Source: an optimization exercise on an open RTL-to-GDS flow (aim: small area and a short achievable clock period). Production flows keep margins and buffers that such runs may drop. No run shown here included a check of the RTL's function; only the layout flow was run.

==> run.sh <==
#!/bin/bash
# synth_recipe.tcl (not shown) runs the flow's synth.tcl, then flattens the netlist and writes it again
# the make line also repeats each setting of config.mk as NAME=value (left out here)
make -C /OpenROAD-flow-scripts/flow DESIGN_CONFIG=/design/flow/config.mk WORK_HOME=/design/flow/orfs CLKGATE_MAP_FILE= SYNTH_SCRIPT=/design/flow/synth_recipe.tcl finish
==> config.mk <==
export PLATFORM = sky130hd
export DESIGN_NAME = Matrix_Multiplication
export DESIGN_NICKNAME = Matrix_Multiplication
export VERILOG_FILES = /design/flow/design.v
export SDC_FILE = /design/flow/constraint.sdc
export NUM_CORES = 4
export LEC_CHECK = 0
export CAP_MARGIN = 20
export CORE_MARGIN = 2
export CORE_UTILIZATION = 40
export SETUP_SLACK_MARGIN = 3.0
export SLEW_MARGIN = 20
export SYNTH_HIERARCHICAL = 1
export SYNTH_MINIMUM_KEEP_SIZE = 0
==> design.v <==
module Systolic_array (
    input clk, reset,
    input [7:0] in_a, in_b,
    output reg [16:0] out_c
);
  wire pp1;
  assign pp1 = in_a[0] & in_b[0];
  wire pp2;
  assign pp2 = in_a[0] & in_b[1];
  wire pp3;
  assign pp3 = in_a[0] & in_b[2];
  wire pp4;
  assign pp4 = in_a[0] & in_b[3];
  wire pp5;
  assign pp5 = in_a[0] & in_b[4];
  wire pp6;
  assign pp6 = in_a[0] & in_b[5];
  wire pp7;
  assign pp7 = in_a[0] & in_b[6];
  wire pp8;
  assign pp8 = in_a[0] & in_b[7];
  wire pp9;
  assign pp9 = in_a[1] & in_b[0];
  wire pp10;
  assign pp10 = in_a[1] & in_b[1];
  wire pp11;
  assign pp11 = in_a[1] & in_b[2];
  wire pp12;
  assign pp12 = in_a[1] & in_b[3];
  wire pp13;
  assign pp13 = in_a[1] & in_b[4];
  wire pp14;
  assign pp14 = in_a[1] & in_b[5];
  wire pp15;
  assign pp15 = in_a[1] & in_b[6];
  wire pp16;
  assign pp16 = in_a[1] & in_b[7];
  wire pp17;
  assign pp17 = in_a[2] & in_b[0];
  wire pp18;
  assign pp18 = in_a[2] & in_b[1];
  wire pp19;
  assign pp19 = in_a[2] & in_b[2];
  wire pp20;
  assign pp20 = in_a[2] & in_b[3];
  wire pp21;
  assign pp21 = in_a[2] & in_b[4];
  wire pp22;
  assign pp22 = in_a[2] & in_b[5];
  wire pp23;
  assign pp23 = in_a[2] & in_b[6];
  wire pp24;
  assign pp24 = in_a[2] & in_b[7];
  wire pp25;
  assign pp25 = in_a[3] & in_b[0];
  wire pp26;
  assign pp26 = in_a[3] & in_b[1];
  wire pp27;
  assign pp27 = in_a[3] & in_b[2];
  wire pp28;
  assign pp28 = in_a[3] & in_b[3];
  wire pp29;
  assign pp29 = in_a[3] & in_b[4];
  wire pp30;
  assign pp30 = in_a[3] & in_b[5];
  wire pp31;
  assign pp31 = in_a[3] & in_b[6];
  wire pp32;
  assign pp32 = in_a[3] & in_b[7];
  wire pp33;
  assign pp33 = in_a[4] & in_b[0];
  wire pp34;
  assign pp34 = in_a[4] & in_b[1];
  wire pp35;
  assign pp35 = in_a[4] & in_b[2];
  wire pp36;
  assign pp36 = in_a[4] & in_b[3];
  wire pp37;
  assign pp37 = in_a[4] & in_b[4];
  wire pp38;
  assign pp38 = in_a[4] & in_b[5];
  wire pp39;
  assign pp39 = in_a[4] & in_b[6];
  wire pp40;
  assign pp40 = in_a[4] & in_b[7];
  wire pp41;
  assign pp41 = in_a[5] & in_b[0];
  wire pp42;
  assign pp42 = in_a[5] & in_b[1];
  wire pp43;
  assign pp43 = in_a[5] & in_b[2];
  wire pp44;
  assign pp44 = in_a[5] & in_b[3];
  wire pp45;
  assign pp45 = in_a[5] & in_b[4];
  wire pp46;
  assign pp46 = in_a[5] & in_b[5];
  wire pp47;
  assign pp47 = in_a[5] & in_b[6];
  wire pp48;
  assign pp48 = in_a[5] & in_b[7];
  wire pp49;
  assign pp49 = in_a[6] & in_b[0];
  wire pp50;
  assign pp50 = in_a[6] & in_b[1];
  wire pp51;
  assign pp51 = in_a[6] & in_b[2];
  wire pp52;
  assign pp52 = in_a[6] & in_b[3];
  wire pp53;
  assign pp53 = in_a[6] & in_b[4];
  wire pp54;
  assign pp54 = in_a[6] & in_b[5];
  wire pp55;
  assign pp55 = in_a[6] & in_b[6];
  wire pp56;
  assign pp56 = in_a[6] & in_b[7];
  wire pp57;
  assign pp57 = in_a[7] & in_b[0];
  wire pp58;
  assign pp58 = in_a[7] & in_b[1];
  wire pp59;
  assign pp59 = in_a[7] & in_b[2];
  wire pp60;
  assign pp60 = in_a[7] & in_b[3];
  wire pp61;
  assign pp61 = in_a[7] & in_b[4];
  wire pp62;
  assign pp62 = in_a[7] & in_b[5];
  wire pp63;
  assign pp63 = in_a[7] & in_b[6];
  wire pp64;
  assign pp64 = in_a[7] & in_b[7];
  wire s65;
  wire k66;
  mm_ha u66 (.a(out_c[5]), .b(pp6), .s(s65), .co(k66));
  wire s67;
  wire k68;
  mm_fa u68 (.a(out_c[6]), .b(pp7), .c(pp14), .s(s67), .co(k68));
  wire s69;
  wire k70;
  mm_ha u70 (.a(pp21), .b(pp28), .s(s69), .co(k70));
  wire s71;
  wire k72;
  mm_fa u72 (.a(out_c[7]), .b(pp8), .c(pp15), .s(s71), .co(k72));
  wire s73;
  wire k74;
  mm_fa u74 (.a(pp22), .b(pp29), .c(pp36), .s(s73), .co(k74));
  wire s75;
  wire k76;
  mm_ha u76 (.a(pp43), .b(pp50), .s(s75), .co(k76));
  wire s77;
  wire k78;
  mm_fa u78 (.a(out_c[8]), .b(pp16), .c(pp23), .s(s77), .co(k78));
  wire s79;
  wire k80;
  mm_fa u80 (.a(pp30), .b(pp37), .c(pp44), .s(s79), .co(k80));
  wire s81;
  wire k82;
  mm_ha u82 (.a(pp51), .b(pp58), .s(s81), .co(k82));
  wire s83;
  wire k84;
  mm_fa u84 (.a(out_c[9]), .b(pp24), .c(pp31), .s(s83), .co(k84));
  wire s85;
  wire k86;
  mm_fa u86 (.a(pp38), .b(pp45), .c(pp52), .s(s85), .co(k86));
  wire s87;
  wire k88;
  mm_fa u88 (.a(out_c[10]), .b(pp32), .c(pp39), .s(s87), .co(k88));
  wire s89;
  wire k90;
  mm_ha u90 (.a(out_c[3]), .b(pp4), .s(s89), .co(k90));
  wire s91;
  wire k92;
  mm_fa u92 (.a(out_c[4]), .b(pp5), .c(pp12), .s(s91), .co(k92));
  wire s93;
  wire k94;
  mm_ha u94 (.a(pp19), .b(pp26), .s(s93), .co(k94));
  wire s95;
  wire k96;
  mm_fa u96 (.a(pp13), .b(pp20), .c(pp27), .s(s95), .co(k96));
  wire s97;
  wire k98;
  mm_fa u98 (.a(pp34), .b(pp41), .c(s65), .s(s97), .co(k98));
  wire s99;
  wire k100;
  mm_fa u100 (.a(pp35), .b(pp42), .c(pp49), .s(s99), .co(k100));
  wire s101;
  wire k102;
  mm_fa u102 (.a(k66), .b(s69), .c(s67), .s(s101), .co(k102));
  wire s103;
  wire k104;
  mm_fa u104 (.a(pp57), .b(k70), .c(s75), .s(s103), .co(k104));
  wire s105;
  wire k106;
  mm_fa u106 (.a(k68), .b(s71), .c(s73), .s(s105), .co(k106));
  wire s107;
  wire k108;
  mm_fa u108 (.a(k76), .b(s81), .c(k72), .s(s107), .co(k108));
  wire s109;
  wire k110;
  mm_fa u110 (.a(k74), .b(s77), .c(s79), .s(s109), .co(k110));
  wire s111;
  wire k112;
  mm_fa u112 (.a(pp59), .b(k82), .c(k78), .s(s111), .co(k112));
  wire s113;
  wire k114;
  mm_fa u114 (.a(k80), .b(s83), .c(s85), .s(s113), .co(k114));
  wire s115;
  wire k116;
  mm_fa u116 (.a(pp46), .b(pp53), .c(pp60), .s(s115), .co(k116));
  wire s117;
  wire k118;
  mm_fa u118 (.a(k84), .b(k86), .c(s87), .s(s117), .co(k118));
  wire s119;
  wire k120;
  mm_fa u120 (.a(out_c[11]), .b(pp40), .c(pp47), .s(s119), .co(k120));
  wire s121;
  wire k122;
  mm_fa u122 (.a(pp54), .b(pp61), .c(k88), .s(s121), .co(k122));
  wire s123;
  wire k124;
  mm_fa u124 (.a(out_c[12]), .b(pp48), .c(pp55), .s(s123), .co(k124));
  wire s125;
  wire k126;
  mm_ha u126 (.a(out_c[2]), .b(pp3), .s(s125), .co(k126));
  wire s127;
  wire k128;
  mm_fa u128 (.a(pp11), .b(pp18), .c(pp25), .s(s127), .co(k128));
  wire s129;
  wire k130;
  mm_fa u130 (.a(pp33), .b(k90), .c(s93), .s(s129), .co(k130));
  wire s131;
  wire k132;
  mm_fa u132 (.a(k94), .b(k92), .c(s95), .s(s131), .co(k132));
  wire s133;
  wire k134;
  mm_fa u134 (.a(k96), .b(s99), .c(k98), .s(s133), .co(k134));
  wire s135;
  wire k136;
  mm_fa u136 (.a(k100), .b(s103), .c(k102), .s(s135), .co(k136));
  wire s137;
  wire k138;
  mm_fa u138 (.a(k104), .b(s107), .c(k106), .s(s137), .co(k138));
  wire s139;
  wire k140;
  mm_fa u140 (.a(k108), .b(s111), .c(k110), .s(s139), .co(k140));
  wire s141;
  wire k142;
  mm_fa u142 (.a(s115), .b(k112), .c(k114), .s(s141), .co(k142));
  wire s143;
  wire k144;
  mm_fa u144 (.a(k116), .b(s119), .c(s121), .s(s143), .co(k144));
  wire s145;
  wire k146;
  mm_fa u146 (.a(pp62), .b(k120), .c(s123), .s(s145), .co(k146));
  wire s147;
  wire k148;
  mm_fa u148 (.a(out_c[13]), .b(pp56), .c(pp63), .s(s147), .co(k148));
  wire s149;
  wire k150;
  mm_ha u150 (.a(out_c[1]), .b(pp2), .s(s149), .co(k150));
  wire s151;
  wire k152;
  mm_fa u152 (.a(pp10), .b(pp17), .c(s125), .s(s151), .co(k152));
  wire s153;
  wire k154;
  mm_fa u154 (.a(k126), .b(s89), .c(s127), .s(s153), .co(k154));
  wire s155;
  wire k156;
  mm_fa u156 (.a(k128), .b(s91), .c(s129), .s(s155), .co(k156));
  wire s157;
  wire k158;
  mm_fa u158 (.a(k130), .b(s97), .c(s131), .s(s157), .co(k158));
  wire s159;
  wire k160;
  mm_fa u160 (.a(k132), .b(s101), .c(s133), .s(s159), .co(k160));
  wire s161;
  wire k162;
  mm_fa u162 (.a(s105), .b(k134), .c(s135), .s(s161), .co(k162));
  wire s163;
  wire k164;
  mm_fa u164 (.a(s109), .b(k136), .c(s137), .s(s163), .co(k164));
  wire s165;
  wire k166;
  mm_fa u166 (.a(s113), .b(k138), .c(s139), .s(s165), .co(k166));
  wire s167;
  wire k168;
  mm_fa u168 (.a(s117), .b(k140), .c(s141), .s(s167), .co(k168));
  wire s169;
  wire k170;
  mm_fa u170 (.a(k118), .b(k142), .c(s143), .s(s169), .co(k170));
  wire s171;
  wire k172;
  mm_fa u172 (.a(k122), .b(s145), .c(k144), .s(s171), .co(k172));
  wire s173;
  wire k174;
  mm_fa u174 (.a(k124), .b(s147), .c(k146), .s(s173), .co(k174));
  wire s175;
  wire k176;
  mm_fa u176 (.a(out_c[14]), .b(pp64), .c(k148), .s(s175), .co(k176));
  wire s177;
  wire k178;
  mm_ha u178 (.a(out_c[0]), .b(pp1), .s(s177), .co(k178));
  wire s179;
  wire k180;
  mm_fa u180 (.a(pp9), .b(k178), .c(s149), .s(s179), .co(k180));
  wire s181;
  wire k182;
  mm_fa u182 (.a(k150), .b(k180), .c(s151), .s(s181), .co(k182));
  wire [13:0] cx = {out_c[16], out_c[15], s175, s173, s171, s169, s167, s165, s163, s161, s159, s157, s155, s153};
  wire [13:0] cy = {1'b0, k176, k174, k172, k170, k168, k166, k164, k162, k160, k158, k156, k154, k152};
  wire [13:0] cs = cx + cy + k182;
  wire [16:0] sum = {cs[13], cs[12], cs[11], cs[10], cs[9], cs[8], cs[7], cs[6], cs[5], cs[4], cs[3], cs[2], cs[1], cs[0], s181, s179, s177};
  always @(posedge clk or posedge reset) begin
    if (reset)
      out_c <= 17'b0;
    else
      out_c <= sum;
  end
endmodule
module Systolic_array_int (
    input clk, reset,
    input [7:0] in_a, in_b,
    output reg [16:0] out_c
);
  wire pp1;
  assign pp1 = in_a[0] & in_b[0];
  wire pp2;
  assign pp2 = in_a[0] & in_b[1];
  wire pp3;
  assign pp3 = in_a[0] & in_b[2];
  wire pp4;
  assign pp4 = in_a[0] & in_b[3];
  wire pp5;
  assign pp5 = in_a[0] & in_b[4];
  wire pp6;
  assign pp6 = in_a[0] & in_b[5];
  wire pp7;
  assign pp7 = in_a[0] & in_b[6];
  wire pp8;
  assign pp8 = in_a[0] & in_b[7];
  wire pp9;
  assign pp9 = in_a[1] & in_b[0];
  wire pp10;
  assign pp10 = in_a[1] & in_b[1];
  wire pp11;
  assign pp11 = in_a[1] & in_b[2];
  wire pp12;
  assign pp12 = in_a[1] & in_b[3];
  wire pp13;
  assign pp13 = in_a[1] & in_b[4];
  wire pp14;
  assign pp14 = in_a[1] & in_b[5];
  wire pp15;
  assign pp15 = in_a[1] & in_b[6];
  wire pp16;
  assign pp16 = in_a[1] & in_b[7];
  wire pp17;
  assign pp17 = in_a[2] & in_b[0];
  wire pp18;
  assign pp18 = in_a[2] & in_b[1];
  wire pp19;
  assign pp19 = in_a[2] & in_b[2];
  wire pp20;
  assign pp20 = in_a[2] & in_b[3];
  wire pp21;
  assign pp21 = in_a[2] & in_b[4];
  wire pp22;
  assign pp22 = in_a[2] & in_b[5];
  wire pp23;
  assign pp23 = in_a[2] & in_b[6];
  wire pp24;
  assign pp24 = in_a[2] & in_b[7];
  wire pp25;
  assign pp25 = in_a[3] & in_b[0];
  wire pp26;
  assign pp26 = in_a[3] & in_b[1];
  wire pp27;
  assign pp27 = in_a[3] & in_b[2];
  wire pp28;
  assign pp28 = in_a[3] & in_b[3];
  wire pp29;
  assign pp29 = in_a[3] & in_b[4];
  wire pp30;
  assign pp30 = in_a[3] & in_b[5];
  wire pp31;
  assign pp31 = in_a[3] & in_b[6];
  wire pp32;
  assign pp32 = in_a[3] & in_b[7];
  wire pp33;
  assign pp33 = in_a[4] & in_b[0];
  wire pp34;
  assign pp34 = in_a[4] & in_b[1];
  wire pp35;
  assign pp35 = in_a[4] & in_b[2];
  wire pp36;
  assign pp36 = in_a[4] & in_b[3];
  wire pp37;
  assign pp37 = in_a[4] & in_b[4];
  wire pp38;
  assign pp38 = in_a[4] & in_b[5];
  wire pp39;
  assign pp39 = in_a[4] & in_b[6];
  wire pp40;
  assign pp40 = in_a[4] & in_b[7];
  wire pp41;
  assign pp41 = in_a[5] & in_b[0];
  wire pp42;
  assign pp42 = in_a[5] & in_b[1];
  wire pp43;
  assign pp43 = in_a[5] & in_b[2];
  wire pp44;
  assign pp44 = in_a[5] & in_b[3];
  wire pp45;
  assign pp45 = in_a[5] & in_b[4];
  wire pp46;
  assign pp46 = in_a[5] & in_b[5];
  wire pp47;
  assign pp47 = in_a[5] & in_b[6];
  wire pp48;
  assign pp48 = in_a[5] & in_b[7];
  wire pp49;
  assign pp49 = in_a[6] & in_b[0];
  wire pp50;
  assign pp50 = in_a[6] & in_b[1];
  wire pp51;
  assign pp51 = in_a[6] & in_b[2];
  wire pp52;
  assign pp52 = in_a[6] & in_b[3];
  wire pp53;
  assign pp53 = in_a[6] & in_b[4];
  wire pp54;
  assign pp54 = in_a[6] & in_b[5];
  wire pp55;
  assign pp55 = in_a[6] & in_b[6];
  wire pp56;
  assign pp56 = in_a[6] & in_b[7];
  wire pp57;
  assign pp57 = in_a[7] & in_b[0];
  wire pp58;
  assign pp58 = in_a[7] & in_b[1];
  wire pp59;
  assign pp59 = in_a[7] & in_b[2];
  wire pp60;
  assign pp60 = in_a[7] & in_b[3];
  wire pp61;
  assign pp61 = in_a[7] & in_b[4];
  wire pp62;
  assign pp62 = in_a[7] & in_b[5];
  wire pp63;
  assign pp63 = in_a[7] & in_b[6];
  wire pp64;
  assign pp64 = in_a[7] & in_b[7];
  wire s65;
  wire k66;
  mm_ha u66 (.a(out_c[5]), .b(pp6), .s(s65), .co(k66));
  wire s67;
  wire k68;
  mm_fa u68 (.a(out_c[6]), .b(pp7), .c(pp14), .s(s67), .co(k68));
  wire s69;
  wire k70;
  mm_ha u70 (.a(pp21), .b(pp28), .s(s69), .co(k70));
  wire s71;
  wire k72;
  mm_fa u72 (.a(out_c[7]), .b(pp8), .c(pp15), .s(s71), .co(k72));
  wire s73;
  wire k74;
  mm_fa u74 (.a(pp22), .b(pp29), .c(pp36), .s(s73), .co(k74));
  wire s75;
  wire k76;
  mm_ha u76 (.a(pp43), .b(pp50), .s(s75), .co(k76));
  wire s77;
  wire k78;
  mm_fa u78 (.a(out_c[8]), .b(pp16), .c(pp23), .s(s77), .co(k78));
  wire s79;
  wire k80;
  mm_fa u80 (.a(pp30), .b(pp37), .c(pp44), .s(s79), .co(k80));
  wire s81;
  wire k82;
  mm_ha u82 (.a(pp51), .b(pp58), .s(s81), .co(k82));
  wire s83;
  wire k84;
  mm_fa u84 (.a(out_c[9]), .b(pp24), .c(pp31), .s(s83), .co(k84));
  wire s85;
  wire k86;
  mm_fa u86 (.a(pp38), .b(pp45), .c(pp52), .s(s85), .co(k86));
  wire s87;
  wire k88;
  mm_fa u88 (.a(out_c[10]), .b(pp32), .c(pp39), .s(s87), .co(k88));
  wire s89;
  wire k90;
  mm_ha u90 (.a(out_c[3]), .b(pp4), .s(s89), .co(k90));
  wire s91;
  wire k92;
  mm_fa u92 (.a(out_c[4]), .b(pp5), .c(pp12), .s(s91), .co(k92));
  wire s93;
  wire k94;
  mm_ha u94 (.a(pp19), .b(pp26), .s(s93), .co(k94));
  wire s95;
  wire k96;
  mm_fa u96 (.a(pp13), .b(pp20), .c(pp27), .s(s95), .co(k96));
  wire s97;
  wire k98;
  mm_fa u98 (.a(pp34), .b(pp41), .c(s65), .s(s97), .co(k98));
  wire s99;
  wire k100;
  mm_fa u100 (.a(pp35), .b(pp42), .c(pp49), .s(s99), .co(k100));
  wire s101;
  wire k102;
  mm_fa u102 (.a(k66), .b(s69), .c(s67), .s(s101), .co(k102));
  wire s103;
  wire k104;
  mm_fa u104 (.a(pp57), .b(k70), .c(s75), .s(s103), .co(k104));
  wire s105;
  wire k106;
  mm_fa u106 (.a(k68), .b(s71), .c(s73), .s(s105), .co(k106));
  wire s107;
  wire k108;
  mm_fa u108 (.a(k76), .b(s81), .c(k72), .s(s107), .co(k108));
  wire s109;
  wire k110;
  mm_fa u110 (.a(k74), .b(s77), .c(s79), .s(s109), .co(k110));
  wire s111;
  wire k112;
  mm_fa u112 (.a(pp59), .b(k82), .c(k78), .s(s111), .co(k112));
  wire s113;
  wire k114;
  mm_fa u114 (.a(k80), .b(s83), .c(s85), .s(s113), .co(k114));
  wire s115;
  wire k116;
  mm_fa u116 (.a(pp46), .b(pp53), .c(pp60), .s(s115), .co(k116));
  wire s117;
  wire k118;
  mm_fa u118 (.a(k84), .b(k86), .c(s87), .s(s117), .co(k118));
  wire s119;
  wire k120;
  mm_fa u120 (.a(out_c[11]), .b(pp40), .c(pp47), .s(s119), .co(k120));
  wire s121;
  wire k122;
  mm_fa u122 (.a(pp54), .b(pp61), .c(k88), .s(s121), .co(k122));
  wire s123;
  wire k124;
  mm_fa u124 (.a(out_c[12]), .b(pp48), .c(pp55), .s(s123), .co(k124));
  wire s125;
  wire k126;
  mm_ha u126 (.a(out_c[2]), .b(pp3), .s(s125), .co(k126));
  wire s127;
  wire k128;
  mm_fa u128 (.a(pp11), .b(pp18), .c(pp25), .s(s127), .co(k128));
  wire s129;
  wire k130;
  mm_fa u130 (.a(pp33), .b(k90), .c(s93), .s(s129), .co(k130));
  wire s131;
  wire k132;
  mm_fa u132 (.a(k94), .b(k92), .c(s95), .s(s131), .co(k132));
  wire s133;
  wire k134;
  mm_fa u134 (.a(k96), .b(s99), .c(k98), .s(s133), .co(k134));
  wire s135;
  wire k136;
  mm_fa u136 (.a(k100), .b(s103), .c(k102), .s(s135), .co(k136));
  wire s137;
  wire k138;
  mm_fa u138 (.a(k104), .b(s107), .c(k106), .s(s137), .co(k138));
  wire s139;
  wire k140;
  mm_fa u140 (.a(k108), .b(s111), .c(k110), .s(s139), .co(k140));
  wire s141;
  wire k142;
  mm_fa u142 (.a(s115), .b(k112), .c(k114), .s(s141), .co(k142));
  wire s143;
  wire k144;
  mm_fa u144 (.a(k116), .b(s119), .c(s121), .s(s143), .co(k144));
  wire s145;
  wire k146;
  mm_fa u146 (.a(pp62), .b(k120), .c(s123), .s(s145), .co(k146));
  wire s147;
  wire k148;
  mm_fa u148 (.a(out_c[13]), .b(pp56), .c(pp63), .s(s147), .co(k148));
  wire s149;
  wire k150;
  mm_ha u150 (.a(out_c[1]), .b(pp2), .s(s149), .co(k150));
  wire s151;
  wire k152;
  mm_fa u152 (.a(pp10), .b(pp17), .c(s125), .s(s151), .co(k152));
  wire s153;
  wire k154;
  mm_fa u154 (.a(k126), .b(s89), .c(s127), .s(s153), .co(k154));
  wire s155;
  wire k156;
  mm_fa u156 (.a(k128), .b(s91), .c(s129), .s(s155), .co(k156));
  wire s157;
  wire k158;
  mm_fa u158 (.a(k130), .b(s97), .c(s131), .s(s157), .co(k158));
  wire s159;
  wire k160;
  mm_fa u160 (.a(k132), .b(s101), .c(s133), .s(s159), .co(k160));
  wire s161;
  wire k162;
  mm_fa u162 (.a(s105), .b(k134), .c(s135), .s(s161), .co(k162));
  wire s163;
  wire k164;
  mm_fa u164 (.a(s109), .b(k136), .c(s137), .s(s163), .co(k164));
  wire s165;
  wire k166;
  mm_fa u166 (.a(s113), .b(k138), .c(s139), .s(s165), .co(k166));
  wire s167;
  wire k168;
  mm_fa u168 (.a(s117), .b(k140), .c(s141), .s(s167), .co(k168));
  wire s169;
  wire k170;
  mm_fa u170 (.a(k118), .b(k142), .c(s143), .s(s169), .co(k170));
  wire s171;
  wire k172;
  mm_fa u172 (.a(k122), .b(s145), .c(k144), .s(s171), .co(k172));
  wire s173;
  wire k174;
  mm_fa u174 (.a(k124), .b(s147), .c(k146), .s(s173), .co(k174));
  wire s175;
  wire k176;
  mm_fa u176 (.a(out_c[14]), .b(pp64), .c(k148), .s(s175), .co(k176));
  wire s177;
  wire k178;
  mm_ha u178 (.a(out_c[0]), .b(pp1), .s(s177), .co(k178));
  wire s179;
  wire k180;
  mm_fa u180 (.a(pp9), .b(k178), .c(s149), .s(s179), .co(k180));
  wire s181;
  wire k182;
  mm_fa u182 (.a(k150), .b(k180), .c(s151), .s(s181), .co(k182));
  wire s183;
  wire k184;
  mm_fa u184 (.a(k152), .b(s153), .c(k182), .s(s183), .co(k184));
  wire s185;
  wire k186;
  mm_fa u186 (.a(k154), .b(s155), .c(k184), .s(s185), .co(k186));
  wire s187;
  wire k188;
  mm_fa u188 (.a(k156), .b(s157), .c(k186), .s(s187), .co(k188));
  wire s189;
  wire k190;
  mm_fa u190 (.a(k158), .b(s159), .c(k188), .s(s189), .co(k190));
  wire [9:0] cx = {out_c[16], out_c[15], s175, s173, s171, s169, s167, s165, s163, s161};
  wire [9:0] cy = {1'b0, k176, k174, k172, k170, k168, k166, k164, k162, k160};
  wire [9:0] cs = cx + cy + k190;
  wire [16:0] sum = {cs[9], cs[8], cs[7], cs[6], cs[5], cs[4], cs[3], cs[2], cs[1], cs[0], s189, s187, s185, s183, s181, s179, s177};
  always @(posedge clk or posedge reset) begin
    if (reset)
      out_c <= 17'b0;
    else
      out_c <= sum;
  end
endmodule
module mm_fa (input a, b, c, output s, co);
  assign s = a ^ b ^ c;
  assign co = (a & b) | (c & (a ^ b));
endmodule
module mm_ha (input a, b, output s, co);
  assign s = a ^ b;
  assign co = a & b;
endmodule
module Matrix_Multiplication (
  input clk, reset,
  input [7:0] a1, a2, a3, a4, b1, b2, b3, b4,
  output [16:0] c1, c2, c3, c4, c5, c6, c7, c8, c9, c10, c11, c12, c13, c14, c15, c16
);
  reg [7:0] ad1_0, ad1_1, ad1_2, ad1_3, ad2_0, ad2_1, ad2_2, ad2_3, ad3_0, ad3_1, ad3_2, ad3_3;
  reg [7:0] bd1_0, bd1_1, bd1_2, bd1_3, bd2_0, bd2_1, bd2_2, bd2_3, bd3_0, bd3_1, bd3_2, bd3_3;
  wire [7:0] ad0_0 = a1, ad0_1 = a2, ad0_2 = a3, ad0_3 = a4;
  wire [7:0] bd0_0 = b1, bd0_1 = b2, bd0_2 = b3, bd0_3 = b4;
  always @(posedge clk or posedge reset) begin
    if (reset) begin
      ad1_0 <= 8'b0;
      ad1_1 <= 8'b0;
      ad1_2 <= 8'b0;
      ad1_3 <= 8'b0;
      ad2_0 <= 8'b0;
      ad2_1 <= 8'b0;
      ad2_2 <= 8'b0;
      ad2_3 <= 8'b0;
      ad3_0 <= 8'b0;
      ad3_1 <= 8'b0;
      ad3_2 <= 8'b0;
      ad3_3 <= 8'b0;
      bd1_0 <= 8'b0;
      bd1_1 <= 8'b0;
      bd1_2 <= 8'b0;
      bd1_3 <= 8'b0;
      bd2_0 <= 8'b0;
      bd2_1 <= 8'b0;
      bd2_2 <= 8'b0;
      bd2_3 <= 8'b0;
      bd3_0 <= 8'b0;
      bd3_1 <= 8'b0;
      bd3_2 <= 8'b0;
      bd3_3 <= 8'b0;
    end else begin
      ad1_0 <= ad0_0;
      ad1_1 <= ad0_1;
      ad1_2 <= ad0_2;
      ad1_3 <= ad0_3;
      ad2_0 <= ad1_0;
      ad2_1 <= ad1_1;
      ad2_2 <= ad1_2;
      ad2_3 <= ad1_3;
      ad3_0 <= ad2_0;
      ad3_1 <= ad2_1;
      ad3_2 <= ad2_2;
      ad3_3 <= ad2_3;
      bd1_0 <= bd0_0;
      bd1_1 <= bd0_1;
      bd1_2 <= bd0_2;
      bd1_3 <= bd0_3;
      bd2_0 <= bd1_0;
      bd2_1 <= bd1_1;
      bd2_2 <= bd1_2;
      bd2_3 <= bd1_3;
      bd3_0 <= bd2_0;
      bd3_1 <= bd2_1;
      bd3_2 <= bd2_2;
      bd3_3 <= bd2_3;
    end
  end
  Systolic_array B1 (.clk(clk), .reset(reset), .in_a(ad0_0), .in_b(bd0_0), .out_c(c1));
  Systolic_array B2 (.clk(clk), .reset(reset), .in_a(ad0_1), .in_b(bd1_0), .out_c(c2));
  Systolic_array B3 (.clk(clk), .reset(reset), .in_a(ad0_2), .in_b(bd2_0), .out_c(c3));
  Systolic_array B4 (.clk(clk), .reset(reset), .in_a(ad0_3), .in_b(bd3_0), .out_c(c4));
  Systolic_array B5 (.clk(clk), .reset(reset), .in_a(ad1_0), .in_b(bd0_1), .out_c(c5));
  Systolic_array_int B6 (.clk(clk), .reset(reset), .in_a(ad1_1), .in_b(bd1_1), .out_c(c6));
  Systolic_array_int B7 (.clk(clk), .reset(reset), .in_a(ad1_2), .in_b(bd2_1), .out_c(c7));
  Systolic_array_int B8 (.clk(clk), .reset(reset), .in_a(ad1_3), .in_b(bd3_1), .out_c(c8));
  Systolic_array B9 (.clk(clk), .reset(reset), .in_a(ad2_0), .in_b(bd0_2), .out_c(c9));
  Systolic_array_int B10 (.clk(clk), .reset(reset), .in_a(ad2_1), .in_b(bd1_2), .out_c(c10));
  Systolic_array_int B11 (.clk(clk), .reset(reset), .in_a(ad2_2), .in_b(bd2_2), .out_c(c11));
  Systolic_array_int B12 (.clk(clk), .reset(reset), .in_a(ad2_3), .in_b(bd3_2), .out_c(c12));
  Systolic_array B13 (.clk(clk), .reset(reset), .in_a(ad3_0), .in_b(bd0_3), .out_c(c13));
  Systolic_array_int B14 (.clk(clk), .reset(reset), .in_a(ad3_1), .in_b(bd1_3), .out_c(c14));
  Systolic_array_int B15 (.clk(clk), .reset(reset), .in_a(ad3_2), .in_b(bd2_3), .out_c(c15));
  Systolic_array_int B16 (.clk(clk), .reset(reset), .in_a(ad3_3), .in_b(bd3_3), .out_c(c16));
endmodule
==> constraint.sdc <==
create_clock -name core_clock -period 6.5 [get_ports {clk}]
set_input_delay 1.3000 -clock core_clock [delete_from_list [all_inputs] [get_ports {clk}]]
set_output_delay 1.3000 -clock core_clock [all_outputs]
set_load 0.01 [all_outputs]
==> results.py, run 1 <==
metrics = {
    "clock_tree": {
        "cts.clk_slew.worst_paths_ns": 0.06,
        "insertion_delay_ns": 0.62,
        "clock-root-buffer": "clkbuf_16",
        "clockBufferDepth": 3,
        "cts_sinks": 464,
        "cts_tree": "yes",
        "cts_buffers": 66,
        "h-tree-depth": 3,
    },
    "timing": {
        "final_max_slew_viol_count": 0,
        "max_freq_mhz": 230,
        "layout_worst_path_cycle_share": 0.670,
        "min_period_ns": 4.35,
        "slew_headroom": 0.453,
        "fin_skew_ns": 0.0229,
        "tightest_slew_ns": 0.819,
        "hold_viol_final": 0,
        "final.setup.tns_ns": 0,
        "rsz0062_at_grt": "yes",
        "final-setup-viol-count": 0,
        "whs_ns": 0.459,
    },
    "setup_path": {
        "path_class": "reg -> reg",
        "critPathBufInv": 1,
        "timing.rr.start": "bd3_1[1]",
        "path_depth": 15,
        "reg2reg_depth": 15,
        "slowest_delay_ns": 0.58,
        "crit_top_cell": "fa_2",
        "cp-end-kind": "flip-flop",
        "reg2reg_to": "B8.out_c[15]",
        "crit_path_start": "bd3_1[1]",
        "cp_top_family": "adder cells",
        "worst_setup_path_start_kind": "flip-flop",
        "crit_slowest_cell": "fa_2",
        "required_ns": 7.03,
        "crit_path_max_fanout": 8,
        "cp.arrival_ns": 4.89,
        "regToRegSetupSlack_ns": 2.15,
        "cp-endpoint": "B8.out_c[15]",
        "path_cells": "and2_4 > fa_2 > fa_1 > fa_2 > fa_2 > fa_2 > fa_2 > inv_2 > fa_2 > fa_2 > nand2b_4 > a21oi_2 > a21o_1 > a21oi_2 > xnor2_1",
    },
    "detailed_routing": {
        "wl_mm": 117,
        "wl_per_cell_um": 20.9,
        "post_drt_via_cell_ratio": 5.08,
        "vias": 28500,
        "route.detailed.drc": 0,
        "dr.pass1.iters": 5,
        "drt_iter0_drc": 1111,
        "drtAntennaViolNets": 0,
    },
    "floorplanning": {
        "die_h_um": 337,
        "num_rows": 122,
        "dieWidth_um": 337,
        "initial_utilization": 0.402,
        "core_um2": 110000,
        "die_area_um2": 113000,
        "boundaryPins": 338,
    },
    "synth": {
        "synth_nets": 4721,
        "synth.cell_area_um2": 44300,
        "synth.most_common_cell": "and2_1",
        "synth_largest_area_cell": "fa_1",
        "yosysSeqAreaShare": 0.262,
        "postSynthCellCount": 3487,
        "ys.flop_type": "dfrtp_1",
        "synth_seq_cells": 464,
        "async_flop_share": 1.00,
        "synthDistinctLibCells": 35,
        "ys_top_cells_by_area": "fa_1 (39%), dfrtp_1 (26%), and2_1 (14%)",
        "ys_warn_count": 9,
        "synth_commonest_cells": "and2_1 (1024), fa_1 (868), dfrtp_1 (464)",
        "syn_avg_cell_area_um2": 12.7,
        "yosys.area.top_type_share": 0.393,
        "synth_edf_count": 0,
    },
    "place": {
        "placed_cell_area_um2": 50500,
        "place_hpwl_mm": 89.3,
        "gp_congestion": 0.846,
        "portBuffers": 337,
    },
    "layout": {
        "antenna_cells": 0,
        "syn2layout_area_growth_pct": 27.5,
        "final_area_um2": 56500,
        "nFillCells": 9624,
        "fin_nets": 5301,
        "drive_above_1_share": 0.243,
    },
    "global_routing": {
        "track_usage": 0.216,
        "grt_pass1_wl_mm": 188,
        "grt-ovfl-total": 0,
        "antenna_found_initial": 1,
        "grt_pass1_vias": 32500,
        "grt_max_degree": 121,
    },
    "hold_path": {
        "hold_path.class": "reg -> reg",
    },
    "status": {
        "status": "no timing/DRC/antenna violations",
    },
    "job": {
        "maxCapViolations": 0,
    },
}
[modules after synthesis, one instance, submodules excluded]
| module | flops+latches | copies in the design | cells |
|---|---|---|---|
| Matrix_Multiplication | 192 | 1 | 193 |
| Systolic_array_int | 17 | 9 | 135 |
| mm_ha | 0 | 144 | 1 |
| mm_fa | 0 | 836 | 1 |
| Systolic_array | 17 | 7 | 157 |
[worst register-to-register path, stage by stage (launching register included)]
cell and delay (ns):
dfrtp_2 0.48, and2_4 0.20, fa_2 0.58, fa_1 0.43
fa_2 0.39, fa_2 0.35, fa_2 0.35, fa_2 0.35
inv_2 0.06, fa_2 0.23, fa_2 0.23, nand2b_4 0.13
a21oi_2 0.07, a21o_1 0.17, a21oi_2 0.14, xnor2_1 0.12
[cell type report]
cell class / instances / area, µm² / area share
multi-input combinational: 2927 / 35200 / 0.623
sequential: 464 / 11700 / 0.207
timing repair buffer: 519 / 5100 / 0.0903
clock buffer: 87 / 1910 / 0.0338
tap: 1488 / 1860 / 0.0330
clock inverter: 29 / 402 / 0.00711
inverter: 89 / 338 / 0.00598
[worst min path at each step]
stage / from / endpoint / slack, ns / depth (start not counted)
2_1_floorplan: bd1_1[0] / bd2_1[0] / 0.43 / 0
3_3_place_gp: B15.out_c[16] / B15.out_c[16] / 0.45 / 1
3_5_place_dp: B16.out_c[16] / B16.out_c[16] / 0.46 / 1
4_1_cts: B15.out_c[16] / B15.out_c[16] / 0.47 / 1
5_1_grt: B12.out_c[16] / B12.out_c[16] / 0.48 / 1
6_report: B16.out_c[16] / B16.out_c[16] / 0.46 / 1
[layout by cell type (no fill, tap or decap), types with 15 or more instances in the layout]
master	netlist	routed
buf_2	7	16
clkbuf_16	0	72
and2_4	0	78
nor2_2	0	17
a21oi_2	9	36
dfrtp_1	464	397
nand3_1	59	43
ha_1	300	228
inv_2	0	23
buf_6	0	76
xnor2_1	112	90
xor2_1	37	37
buf_4	0	130
dfrtp_2	0	67
buf_12	0	15
a21oi_1	90	41
fa_2	0	135
and2_1	1024	946
o21ai_2	0	25
fa_1	868	733
nand2_1	69	46
nor2b_1	37	28
inv_1	89	65
xnor2_2	0	21
nor2_1	64	45
clkdlybuf4s50_1	0	272
ha_4	0	58
o221ai_2	0	16
a21o_1	41	41
nand2_2	0	19
a21oi_4	0	22
[layer usage]
layer | vias to the layer above | global-route usage | part of all wire
met5 | - | 0 | 0
met4 | 0 | 0.0664 | 0.029
met3 | 162 | 0.0423 | 0.051
met2 | 533 | 0.354 | 0.49
met1 | 15200 | 0.291 | 0.43
li1 | 12500 | - | -
[repair_timing]
action,CTS,global route
buffers inserted,136,39
resized for setup,759,224
pin swaps,192,211
cloned,1,1
endpoints found under the setup margin,186,161
hold buffers,0,0
[logic make-up (layout without fill, tap and decap cells)]
logic type | Yosys count | count (layout) | synth area share
and+or+nand+nor | 1332 | 1332 | 0.180
adders and majority gates | 1168 | 1168 | 0.477
DFF | 464 | 464 | 0.262
AOI/OAI and AO/OA | 271 | 271 | 0.0408
xor gates and xnor gates | 149 | 149 | 0.0295
buffers and inverters | 96 | 724 | 0.00834
muxes | 7 | 7 | 0.00158
[through the flow]
stage	util	setup slack [ns]	instances
after floorplan	-	1.91	3487
after global placement	0.458	0.865	5310
after detailed placement	0.458	0.804	5310
after CTS	0.500	2.12	5563
after global routing	0.512	1.99	5603
final	0.512	2.15	5603
==> run 2, diff against run 1 <==
--- a/design.v
+++ b/design.v
@@ -310,8 +310,212 @@
   mm_fa u182 (.a(k150), .b(k180), .c(s151), .s(s181), .co(k182));
   wire [13:0] cx = {out_c[16], out_c[15], s175, s173, s171, s169, s167, s165, s163, s161, s159, s157, s155, s153};
   wire [13:0] cy = {1'b0, k176, k174, k172, k170, k168, k166, k164, k162, k160, k158, k156, k154, k152};
-  wire [13:0] cs = cx + cy + k182;
-  wire [16:0] sum = {cs[13], cs[12], cs[11], cs[10], cs[9], cs[8], cs[7], cs[6], cs[5], cs[4], cs[3], cs[2], cs[1], cs[0], s181, s179, s177};
+  wire s183;
+  wire k184;
+  mm_ha u184 (.a(s153), .b(k152), .s(s183), .co(k184));
+  wire s185;
+  wire k186;
+  mm_ha u186 (.a(s155), .b(k154), .s(s185), .co(k186));
+  wire s187;
+  wire k188;
+  mm_ha u188 (.a(s157), .b(k156), .s(s187), .co(k188));
+  wire s189;
+  wire k190;
+  mm_ha u190 (.a(s159), .b(k158), .s(s189), .co(k190));
+  wire s191;
+  wire k192;
+  mm_ha u192 (.a(s161), .b(k160), .s(s191), .co(k192));
+  wire s193;
+  wire k194;
+  mm_ha u194 (.a(s163), .b(k162), .s(s193), .co(k194));
+  wire s195;
+  wire k196;
+  mm_ha u196 (.a(s165), .b(k164), .s(s195), .co(k196));
+  wire s197;
+  wire k198;
+  mm_ha u198 (.a(s167), .b(k166), .s(s197), .co(k198));
+  wire s199;
+  wire k200;
+  mm_ha u200 (.a(s169), .b(k168), .s(s199), .co(k200));
+  wire s201;
+  wire k202;
+  mm_ha u202 (.a(s171), .b(k170), .s(s201), .co(k202));
+  wire s203;
+  wire k204;
+  mm_ha u204 (.a(s173), .b(k172), .s(s203), .co(k204));
+  wire s205;
+  wire k206;
+  mm_ha u206 (.a(s175), .b(k174), .s(s205), .co(k206));
+  wire s207;
+  wire k208;
+  mm_ha u208 (.a(out_c[15]), .b(k176), .s(s207), .co(k208));
+  wire g209;
+  assign g209 = k184 | (s183 & k182);
+  wire g210;
+  assign g210 = k186 | (s185 & g209);
+  wire p211;
+  assign p211 = s185 & s183;
+  wire g212;
+  assign g212 = k188 | (s187 & k186);
+  wire p213;
+  assign p213 = s187 & s185;
+  wire g214;
+  assign g214 = k190 | (s189 & k188);
+  wire p215;
+  assign p215 = s189 & s187;
+  wire g216;
+  assign g216 = k192 | (s191 & k190);
+  wire p217;
+  assign p217 = s191 & s189;
+  wire g218;
+  assign g218 = k194 | (s193 & k192);
+  wire p219;
+  assign p219 = s193 & s191;
+  wire g220;
+  assign g220 = k196 | (s195 & k194);
+  wire p221;
+  assign p221 = s195 & s193;
+  wire g222;
+  assign g222 = k198 | (s197 & k196);
+  wire p223;
+  assign p223 = s197 & s195;
+  wire g224;
+  assign g224 = k200 | (s199 & k198);
+  wire p225;
+  assign p225 = s199 & s197;
+  wire g226;
+  assign g226 = k202 | (s201 & k200);
+  wire p227;
+  assign p227 = s201 & s199;
+  wire g228;
+  assign g228 = k204 | (s203 & k202);
+  wire p229;
+  assign p229 = s203 & s201;
+  wire g230;
+  assign g230 = k206 | (s205 & k204);
+  wire p231;
+  assign p231 = s205 & s203;
+  wire g232;
+  assign g232 = k208 | (s207 & k206);
+  wire p233;
+  assign p233 = s207 & s205;
+  wire g234;
+  assign g234 = 1'b0 | (out_c[16] & k208);
+  wire p235;
+  assign p235 = out_c[16] & s207;
+  wire g236;
+  assign g236 = g212 | (p213 & g209);
+  wire p237;
+  assign p237 = p213 & s183;
+  wire g238;
+  assign g238 = g214 | (p215 & g210);
+  wire p239;
+  assign p239 = p215 & p211;
+  wire g240;
+  assign g240 = g216 | (p217 & g212);
+  wire p241;
+  assign p241 = p217 & p213;
+  wire g242;
+  assign g242 = g218 | (p219 & g214);
+  wire p243;
+  assign p243 = p219 & p215;
+  wire g244;
+  assign g244 = g220 | (p221 & g216);
+  wire p245;
+  assign p245 = p221 & p217;
+  wire g246;
+  assign g246 = g222 | (p223 & g218);
+  wire p247;
+  assign p247 = p223 & p219;
+  wire g248;
+  assign g248 = g224 | (p225 & g220);
+  wire p249;
+  assign p249 = p225 & p221;
+  wire g250;
+  assign g250 = g226 | (p227 & g222);
+  wire p251;
+  assign p251 = p227 & p223;
+  wire g252;
+  assign g252 = g228 | (p229 & g224);
+  wire p253;
+  assign p253 = p229 & p225;
+  wire g254;
+  assign g254 = g230 | (p231 & g226);
+  wire p255;
+  assign p255 = p231 & p227;
+  wire g256;
+  assign g256 = g232 | (p233 & g228);
+  wire p257;
+  assign p257 = p233 & p229;
+  wire g258;
+  assign g258 = g234 | (p235 & g230);
+  wire p259;
+  assign p259 = p235 & p231;
+  wire g260;
+  assign g260 = g240 | (p241 & g209);
+  wire p261;
+  assign p261 = p241 & s183;
+  wire g262;
+  assign g262 = g242 | (p243 & g210);
+  wire p263;
+  assign p263 = p243 & p211;
+  wire g264;
+  assign g264 = g244 | (p245 & g236);
+  wire p265;
+  assign p265 = p245 & p237;
+  wire g266;
+  assign g266 = g246 | (p247 & g238);
+  wire p267;
+  assign p267 = p247 & p239;
+  wire g268;
+  assign g268 = g248 | (p249 & g240);
+  wire p269;
+  assign p269 = p249 & p241;
+  wire g270;
+  assign g270 = g250 | (p251 & g242);
+  wire p271;
+  assign p271 = p251 & p243;
+  wire g272;
+  assign g272 = g252 | (p253 & g244);
+  wire p273;
+  assign p273 = p253 & p245;
+  wire g274;
+  assign g274 = g254 | (p255 & g246);
+  wire p275;
+  assign p275 = p255 & p247;
+  wire g276;
+  assign g276 = g256 | (p257 & g248);
+  wire p277;
+  assign p277 = p257 & p249;
+  wire g278;
+  assign g278 = g258 | (p259 & g250);
+  wire p279;
+  assign p279 = p259 & p251;
+  wire g280;
+  assign g280 = g268 | (p269 & g209);
+  wire p281;
+  assign p281 = p269 & s183;
+  wire g282;
+  assign g282 = g270 | (p271 & g210);
+  wire p283;
+  assign p283 = p271 & p211;
+  wire g284;
+  assign g284 = g272 | (p273 & g236);
+  wire p285;
+  assign p285 = p273 & p237;
+  wire g286;
+  assign g286 = g274 | (p275 & g238);
+  wire p287;
+  assign p287 = p275 & p239;
+  wire g288;
+  assign g288 = g276 | (p277 & g260);
+  wire p289;
+  assign p289 = p277 & p261;
+  wire g290;
+  assign g290 = g278 | (p279 & g262);
+  wire p291;
+  assign p291 = p279 & p263;
+  wire [16:0] sum = {(out_c[16] ^ g288), (s207 ^ g286), (s205 ^ g284), (s203 ^ g282), (s201 ^ g280), (s199 ^ g266), (s197 ^ g264), (s195 ^ g262), (s193 ^ g260), (s191 ^ g238), (s189 ^ g236), (s187 ^ g210), (s185 ^ g209), (s183 ^ k182), s181, s179, s177};
   always @(posedge clk or posedge reset) begin
     if (reset)
       out_c <= 17'b0;
@@ -629,22 +833,150 @@
   wire s181;
   wire k182;
   mm_fa u182 (.a(k150), .b(k180), .c(s151), .s(s181), .co(k182));
+  wire [13:0] cx = {out_c[16], out_c[15], s175, s173, s171, s169, s167, s165, s163, s161, s159, s157, s155, s153};
+  wire [13:0] cy = {1'b0, k176, k174, k172, k170, k168, k166, k164, k162, k160, k158, k156, k154, k152};
   wire s183;
   wire k184;
-  mm_fa u184 (.a(k152), .b(s153), .c(k182), .s(s183), .co(k184));
+  mm_ha u184 (.a(s153), .b(k152), .s(s183), .co(k184));
   wire s185;
   wire k186;
-  mm_fa u186 (.a(k154), .b(s155), .c(k184), .s(s185), .co(k186));
+  mm_ha u186 (.a(s155), .b(k154), .s(s185), .co(k186));
   wire s187;
   wire k188;
-  mm_fa u188 (.a(k156), .b(s157), .c(k186), .s(s187), .co(k188));
+  mm_ha u188 (.a(s157), .b(k156), .s(s187), .co(k188));
   wire s189;
   wire k190;
-  mm_fa u190 (.a(k158), .b(s159), .c(k188), .s(s189), .co(k190));
-  wire [9:0] cx = {out_c[16], out_c[15], s175, s173, s171, s169, s167, s165, s163, s161};
-  wire [9:0] cy = {1'b0, k176, k174, k172, k170, k168, k166, k164, k162, k160};
-  wire [9:0] cs = cx + cy + k190;
-  wire [16:0] sum = {cs[9], cs[8], cs[7], cs[6], cs[5], cs[4], cs[3], cs[2], cs[1], cs[0], s189, s187, s185, s183, s181, s179, s177};
+  mm_ha u190 (.a(s159), .b(k158), .s(s189), .co(k190));
+  wire s191;
+  wire k192;
+  mm_ha u192 (.a(s161), .b(k160), .s(s191), .co(k192));
+  wire s193;
+  wire k194;
+  mm_ha u194 (.a(s163), .b(k162), .s(s193), .co(k194));
+  wire s195;
+  wire k196;
+  mm_ha u196 (.a(s165), .b(k164), .s(s195), .co(k196));
+  wire s197;
+  wire k198;
+  mm_ha u198 (.a(s167), .b(k166), .s(s197), .co(k198));
+  wire s199;
+  wire k200;
+  mm_ha u200 (.a(s169), .b(k168), .s(s199), .co(k200));
+  wire s201;
+  wire k202;
+  mm_ha u202 (.a(s171), .b(k170), .s(s201), .co(k202));
+  wire s203;
+  wire k204;
+  mm_ha u204 (.a(s173), .b(k172), .s(s203), .co(k204));
+  wire s205;
+  wire k206;
+  mm_ha u206 (.a(s175), .b(k174), .s(s205), .co(k206));
+  wire s207;
+  wire k208;
+  mm_ha u208 (.a(out_c[15]), .b(k176), .s(s207), .co(k208));
+  wire g209;
+  assign g209 = k184 | (s183 & k182);
+  wire g210;
+  assign g210 = k186 | (s185 & g209);
+  wire p211;
+  assign p211 = s185 & s183;
+  wire g212;
+  assign g212 = k190 | (s189 & k188);
+  wire p213;
+  assign p213 = s189 & s187;
+  wire g214;
+  assign g214 = k194 | (s193 & k192);
+  wire p215;
+  assign p215 = s193 & s191;
+  wire g216;
+  assign g216 = k198 | (s197 & k196);
+  wire p217;
+  assign p217 = s197 & s195;
+  wire g218;
+  assign g218 = k202 | (s201 & k200);
+  wire p219;
+  assign p219 = s201 & s199;
+  wire g220;
+  assign g220 = k206 | (s205 & k204);
+  wire p221;
+  assign p221 = s205 & s203;
+  wire g222;
+  assign g222 = 1'b0 | (out_c[16] & k208);
+  wire p223;
+  assign p223 = out_c[16] & s207;
+  wire g224;
+  assign g224 = k188 | (s187 & g210);
+  wire p225;
+  assign p225 = s187 & p211;
+  wire g226;
+  assign g226 = g212 | (p213 & g210);
+  wire p227;
+  assign p227 = p213 & p211;
+  wire g228;
+  assign g228 = k196 | (s195 & g214);
+  wire p229;
+  assign p229 = s195 & p215;
+  wire g230;
+  assign g230 = g216 | (p217 & g214);
+  wire p231;
+  assign p231 = p217 & p215;
+  wire g232;
+  assign g232 = k204 | (s203 & g218);
+  wire p233;
+  assign p233 = s203 & p219;
+  wire g234;
+  assign g234 = g220 | (p221 & g218);
+  wire p235;
+  assign p235 = p221 & p219;
+  wire g236;
+  assign g236 = k192 | (s191 & g226);
+  wire p237;
+  assign p237 = s191 & p227;
+  wire g238;
+  assign g238 = g214 | (p215 & g226);
+  wire p239;
+  assign p239 = p215 & p227;
+  wire g240;
+  assign g240 = g228 | (p229 & g226);
+  wire p241;
+  assign p241 = p229 & p227;
+  wire g242;
+  assign g242 = g230 | (p231 & g226);
+  wire p243;
+  assign p243 = p231 & p227;
+  wire g244;
+  assign g244 = k208 | (s207 & g234);
+  wire p245;
+  assign p245 = s207 & p235;
+  wire g246;
+  assign g246 = g222 | (p223 & g234);
+  wire p247;
+  assign p247 = p223 & p235;
+  wire g248;
+  assign g248 = k200 | (s199 & g242);
+  wire p249;
+  assign p249 = s199 & p243;
+  wire g250;
+  assign g250 = g218 | (p219 & g242);
+  wire p251;
+  assign p251 = p219 & p243;
+  wire g252;
+  assign g252 = g232 | (p233 & g242);
+  wire p253;
+  assign p253 = p233 & p243;
+  wire g254;
+  assign g254 = g234 | (p235 & g242);
+  wire p255;
+  assign p255 = p235 & p243;
+  wire g256;
+  assign g256 = g244 | (p245 & g242);
+  wire p257;
+  assign p257 = p245 & p243;
+  wire g258;
+  assign g258 = g246 | (p247 & g242);
+  wire p259;
+  assign p259 = p247 & p243;
+  wire [16:0] sum = {(out_c[16] ^ g256), (s207 ^ g254), (s205 ^ g252), (s203 ^ g250), (s201 ^ g248), (s199 ^ g242), (s197 ^ g240), (s195 ^ g238), (s193 ^ g236), (s191 ^ g226), (s189 ^ g224), (s187 ^ g210), (s185 ^ g209), (s183 ^ k182), s181, s179, s177};
   always @(posedge clk or posedge reset) begin
     if (reset)
       out_c <= 17'b0;
@@ -671,30 +1003,30 @@
   wire [7:0] bd0_0 = b1, bd0_1 = b2, bd0_2 = b3, bd0_3 = b4;
   always @(posedge clk or posedge reset) begin
     if (reset) begin
-      ad1_0 <= 8'b0;
-      ad1_1 <= 8'b0;
-      ad1_2 <= 8'b0;
-      ad1_3 <= 8'b0;
-      ad2_0 <= 8'b0;
-      ad2_1 <= 8'b0;
-      ad2_2 <= 8'b0;
-      ad2_3 <= 8'b0;
-      ad3_0 <= 8'b0;
-      ad3_1 <= 8'b0;
-      ad3_2 <= 8'b0;
-      ad3_3 <= 8'b0;
-      bd1_0 <= 8'b0;
-      bd1_1 <= 8'b0;
-      bd1_2 <= 8'b0;
-      bd1_3 <= 8'b0;
-      bd2_0 <= 8'b0;
-      bd2_1 <= 8'b0;
-      bd2_2 <= 8'b0;
-      bd2_3 <= 8'b0;
-      bd3_0 <= 8'b0;
-      bd3_1 <= 8'b0;
-      bd3_2 <= 8'b0;
-      bd3_3 <= 8'b0;
+      ad1_0 <= 8'b00000000;
+      ad1_1 <= 8'b00000000;
+      ad1_2 <= 8'b00000000;
+      ad1_3 <= 8'b00000000;
+      ad2_0 <= 8'b00000000;
+      ad2_1 <= 8'b00000000;
+      ad2_2 <= 8'b00000000;
+      ad2_3 <= 8'b00000000;
+      ad3_0 <= 8'b00000000;
+      ad3_1 <= 8'b00000000;
+      ad3_2 <= 8'b00000000;
+      ad3_3 <= 8'b00000000;
+      bd1_0 <= 8'b00000000;
+      bd1_1 <= 8'b00000000;
+      bd1_2 <= 8'b00000000;
+      bd1_3 <= 8'b00000000;
+      bd2_0 <= 8'b00000000;
+      bd2_1 <= 8'b00000000;
+      bd2_2 <= 8'b00000000;
+      bd2_3 <= 8'b00000000;
+      bd3_0 <= 8'b00000000;
+      bd3_1 <= 8'b00000000;
+      bd3_2 <= 8'b00000000;
+      bd3_3 <= 8'b00000000;
     end else begin
       ad1_0 <= ad0_0;
       ad1_1 <= ad0_1;
==> flow/run.sh (new file) <==
#!/bin/bash
set -uo pipefail
export BUFFER_PORTS_ARGS="-buffer_cell sky130_fd_sc_hd__buf_1"
bash standard.sh > flow_standard.log 2>&1
==> standard.sh (new file) <==
#!/bin/bash
# synth_recipe.tcl (not shown) runs the flow's synth.tcl, then flattens the netlist and writes it again
# the make line also repeats each setting of config.mk as NAME=value (left out here)
make -C /OpenROAD-flow-scripts/flow DESIGN_CONFIG=/design/flow/config.mk WORK_HOME=/design/flow/orfs CLKGATE_MAP_FILE= SYNTH_SCRIPT=/design/flow/synth_recipe.tcl "${@:-finish}"
--- a/config.mk
+++ b/config.mk
@@ -8,7 +8,7 @@
 export CAP_MARGIN = 20
 export CORE_MARGIN = 2
 export CORE_UTILIZATION = 40
-export SETUP_SLACK_MARGIN = 3.0
+export SETUP_SLACK_MARGIN = 2.0
 export SLEW_MARGIN = 20
 export SYNTH_HIERARCHICAL = 1
 export SYNTH_MINIMUM_KEEP_SIZE = 0
removed: run.sh
==> run 2 against run 1 <==
  * Non-clock buffer count shrank 167
  * Synthesized cell count grew 4.4%
  * Sequential share of layout area grew 2.2 points
  * Routed wire length is essentially flat
  * Critical path type is now in -> reg
  * Highest routed layer is now met5
==> results.py, run 2 <==
metrics = {
    "status": {
        "status": "no timing/DRC/antenna violations",
    },
    "synth": {
        "synthDistinctLibCells": 43,
        "ys_warn_count": 9,
        "postSynthCellCount": 3641,
        "synth_commonest_cells": "and2_1 (1024), fa_1 (800), dfrtp_1 (464)",
        "synth_edf_count": 0,
        "syn_avg_cell_area_um2": 12.4,
        "yosysSeqAreaShare": 0.257,
        "async_flop_share": 1.00,
        "yosys.area.top_type_share": 0.355,
        "synth_largest_area_cell": "fa_1",
        "synth.cell_area_um2": 45200,
        "synth_nets": 4918,
        "synth.most_common_cell": "and2_1",
        "ys_top_cells_by_area": "fa_1 (35%), dfrtp_1 (26%), and2_1 (14%)",
        "ys.flop_type": "dfrtp_1",
        "synth_seq_cells": 464,
    },
    "timing": {
        "hold_viol_final": 0,
        "final_max_slew_viol_count": 0,
        "min_period_ns": 4.37,
        "rsz0062_at_grt": "yes",
        "tightest_slew_ns": 0.814,
        "fin_skew_ns": 0.0325,
        "layout_worst_path_cycle_share": 0.672,
        "slew_headroom": 0.457,
        "final.setup.tns_ns": 0,
        "final-setup-viol-count": 0,
        "max_freq_mhz": 229,
        "setup_ws_ns": 2.13,
    },
    "global_routing": {
        "antenna_found_initial": 12,
        "grt_max_degree": 98,
        "grt-ovfl-total": 0,
        "grt_pass1_vias": 32400,
        "track_usage": 0.212,
        "grt_pass1_wl_mm": 190,
    },
    "detailed_routing": {
        "wl_mm": 117,
        "vias": 28800,
        "drtAntennaViolNets": 0,
        "wl_per_cell_um": 21.0,
        "route.detailed.drc": 0,
        "drt_iter0_drc": 1261,
        "post_drt_via_cell_ratio": 5.14,
        "dr.pass1.iters": 5,
    },
    "setup_path": {
        "cp-end-kind": "flip-flop",
        "worst_setup_path_start_kind": "input pin",
        "cp.arrival_ns": 4.87,
        "required_ns": 7.00,
        "crit_path_max_fanout": 9,
        "path_class": "in -> reg",
    },
    "floorplanning": {
        "boundaryPins": 338,
        "initial_utilization": 0.402,
        "dieWidth_um": 340,
        "die_h_um": 340,
        "die_area_um2": 116000,
        "core_um2": 112000,
        "num_rows": 123,
    },
    "clock_tree": {
        "hold_buffers": 0,
        "clockBufferDepth": 3,
        "clock-root-buffer": "clkbuf_16",
        "cts_tree": "yes",
        "cts_buffers": 66,
        "cts_sinks": 464,
        "h-tree-depth": 3,
        "cts.clk_slew.worst_paths_ns": 0.06,
        "insertion_delay_ns": 0.64,
    },
    "layout": {
        "antenna_cells": 0,
        "drive_above_1_share": 0.0736,
        "post_layout_nonfiller_instances": 5592,
        "nFillCells": 10400,
        "syn2layout_area_growth_pct": 12.6,
        "final_common_cell": "and2_1",
        "fin_nets": 5317,
        "final_area_um2": 50800,
        "layout_common_cells": "and2_1 (1024), fa_1 (800), dfrtp_1 (432), ha_1 (411), buf_1 (291)",
    },
    "place": {
        "dp_slack_ns": 1.39,
        "place_inst": 5461,
        "gp_congestion": 0.870,
        "portBuffers": 337,
        "place_hpwl_mm": 94.5,
        "placed_cell_area_um2": 48200,
    },
    "job": {
        "maxCapViolations": 0,
    },
    "hold_path": {
        "hold_path.class": "reg -> reg",
    },
}
[run 2: cell count changes after synthesis, moves of 21 or more]
cell,change
a31oi_1,+21
fa_1,-68
ha_1,+111
xnor2_1,-21
nor2b_1,-23
nand3_1,-31
and3_1,+25
inv_1,-36
[run 2: per-stage QoR]
step / hold slack (ns) / util
after global placement: 0.457 / 0.430
after floorplan: 0.431 / -
after detailed placement: 0.460 / 0.430
after global routing: 0.487 / 0.453
final: 0.465 / 0.453
after CTS: 0.475 / 0.451
[run 2: area by class of cell]
type / instances / area, µm² / area share
Clock buffer: 91 / 1940 / 0.0381
Clock inverter: 29 / 473 / 0.00930
Timing Repair Buffer: 352 / 1450 / 0.0285
Inverter: 53 / 203 / 0.00399
Sequential cell: 464 / 11700 / 0.229
Tap cell: 1500 / 1880 / 0.0369
Multi-Input combinational cell: 3103 / 33300 / 0.654
[run 2: repair_timing]
item	4_1_cts	5_1_grt
buffers inserted	0	11
resized for setup	0	82
hold endpoints to repair	0	0
setup endpoints to repair	0	51
[run 2: worst max-delay path: stages]
cell and delay, ns:
buf_1 0.29, and2_1 0.21, fa_1 0.44, fa_1 0.42, fa_1 0.40, fa_1 0.47, ha_1 0.39, a21oi_1 0.26
o21ai_0 0.20, a31oi_1 0.22, o31ai_1 0.11, xor2_1 0.15
[run 2: cell families (layout without fill, tap and decap cells)]
family,after synthesis,in the layout,share of synthesized area
AOI/OAI and AO/OA,358,358,0.0535
DFF,464,464,0.257
buffers and inverters,74,525,0.00673
and+or+nand+nor,1394,1394,0.187
adders and majority gates,1211,1211,0.469
xor gates and xnor gates,140,140,0.0272
[run 2: worst paths after layout]
kind	startpoint	cells after the start	to	slack [ns]
setup / recovery	a2[0]	12	B2.out_c[14]	2.13
hold / removal	B7.out_c[16]	1	B7.out_c[16]	0.46
setup reg to reg	ad2_2[1]	14	B11.out_c[12]	2.16
hold reg to reg	B7.out_c[16]	1	B7.out_c[16]	0.46
max in group asynchronous	reset	4	bd2_3[7]	4.26
min in group asynchronous	reset	3	B12.out_c[2]	1.16
[run 2: layer usage]
layer  vias to the layer above  track usage  wire (µm)
li1                      12900            -          -
met1                     15100        0.276      49600
met2                       528        0.361      58700
met3                       162       0.0466       6290
met4                        20       0.0475       2600
met5                         -            0        131
[run 2: Yosys stat by module, one instance, submodules excluded]
module | flops+latches | cells inside | copies in the design | cell area, µm²
mm_ha | 0 | 1 | 352 | 12.5
Systolic_array_int | 17 | 140 | 9 | 1220
Systolic_array | 17 | 148 | 7 | 1270
Matrix_Multiplication | 192 | 193 | 1 | 4810
mm_fa | 0 | 1 | 800 | 20.0

port drivers added, routing unchanged:
No port has a modelled driver above. Below, the same layouts with a new extraction and two added sets of constraints. Step 1 assumes that a clkbuf_16 drives the clock port and a buf_2 every other input. Step 2, shift: input delay + t, output delay - t, t = (earliest + latest rising clock arrival at the registers) / 2. This alone moves slack from input paths to output paths. Three values: ideal, step 1, step 2; two values: the first two.
run | t (ns) | slack for setup (ns) | pins driven straight from the clock port
run 1 | 0.678 | 2.147 / 2.147 / 1.525 | 1
run 2 | 0.700 | 2.134 / 2.156 / 1.471 | 1
After both steps setup and hold are still met in every run listed. The setup slack of run 2, which loses most, moves by +0.022 ns with the drivers and by -0.663 ns with both steps.
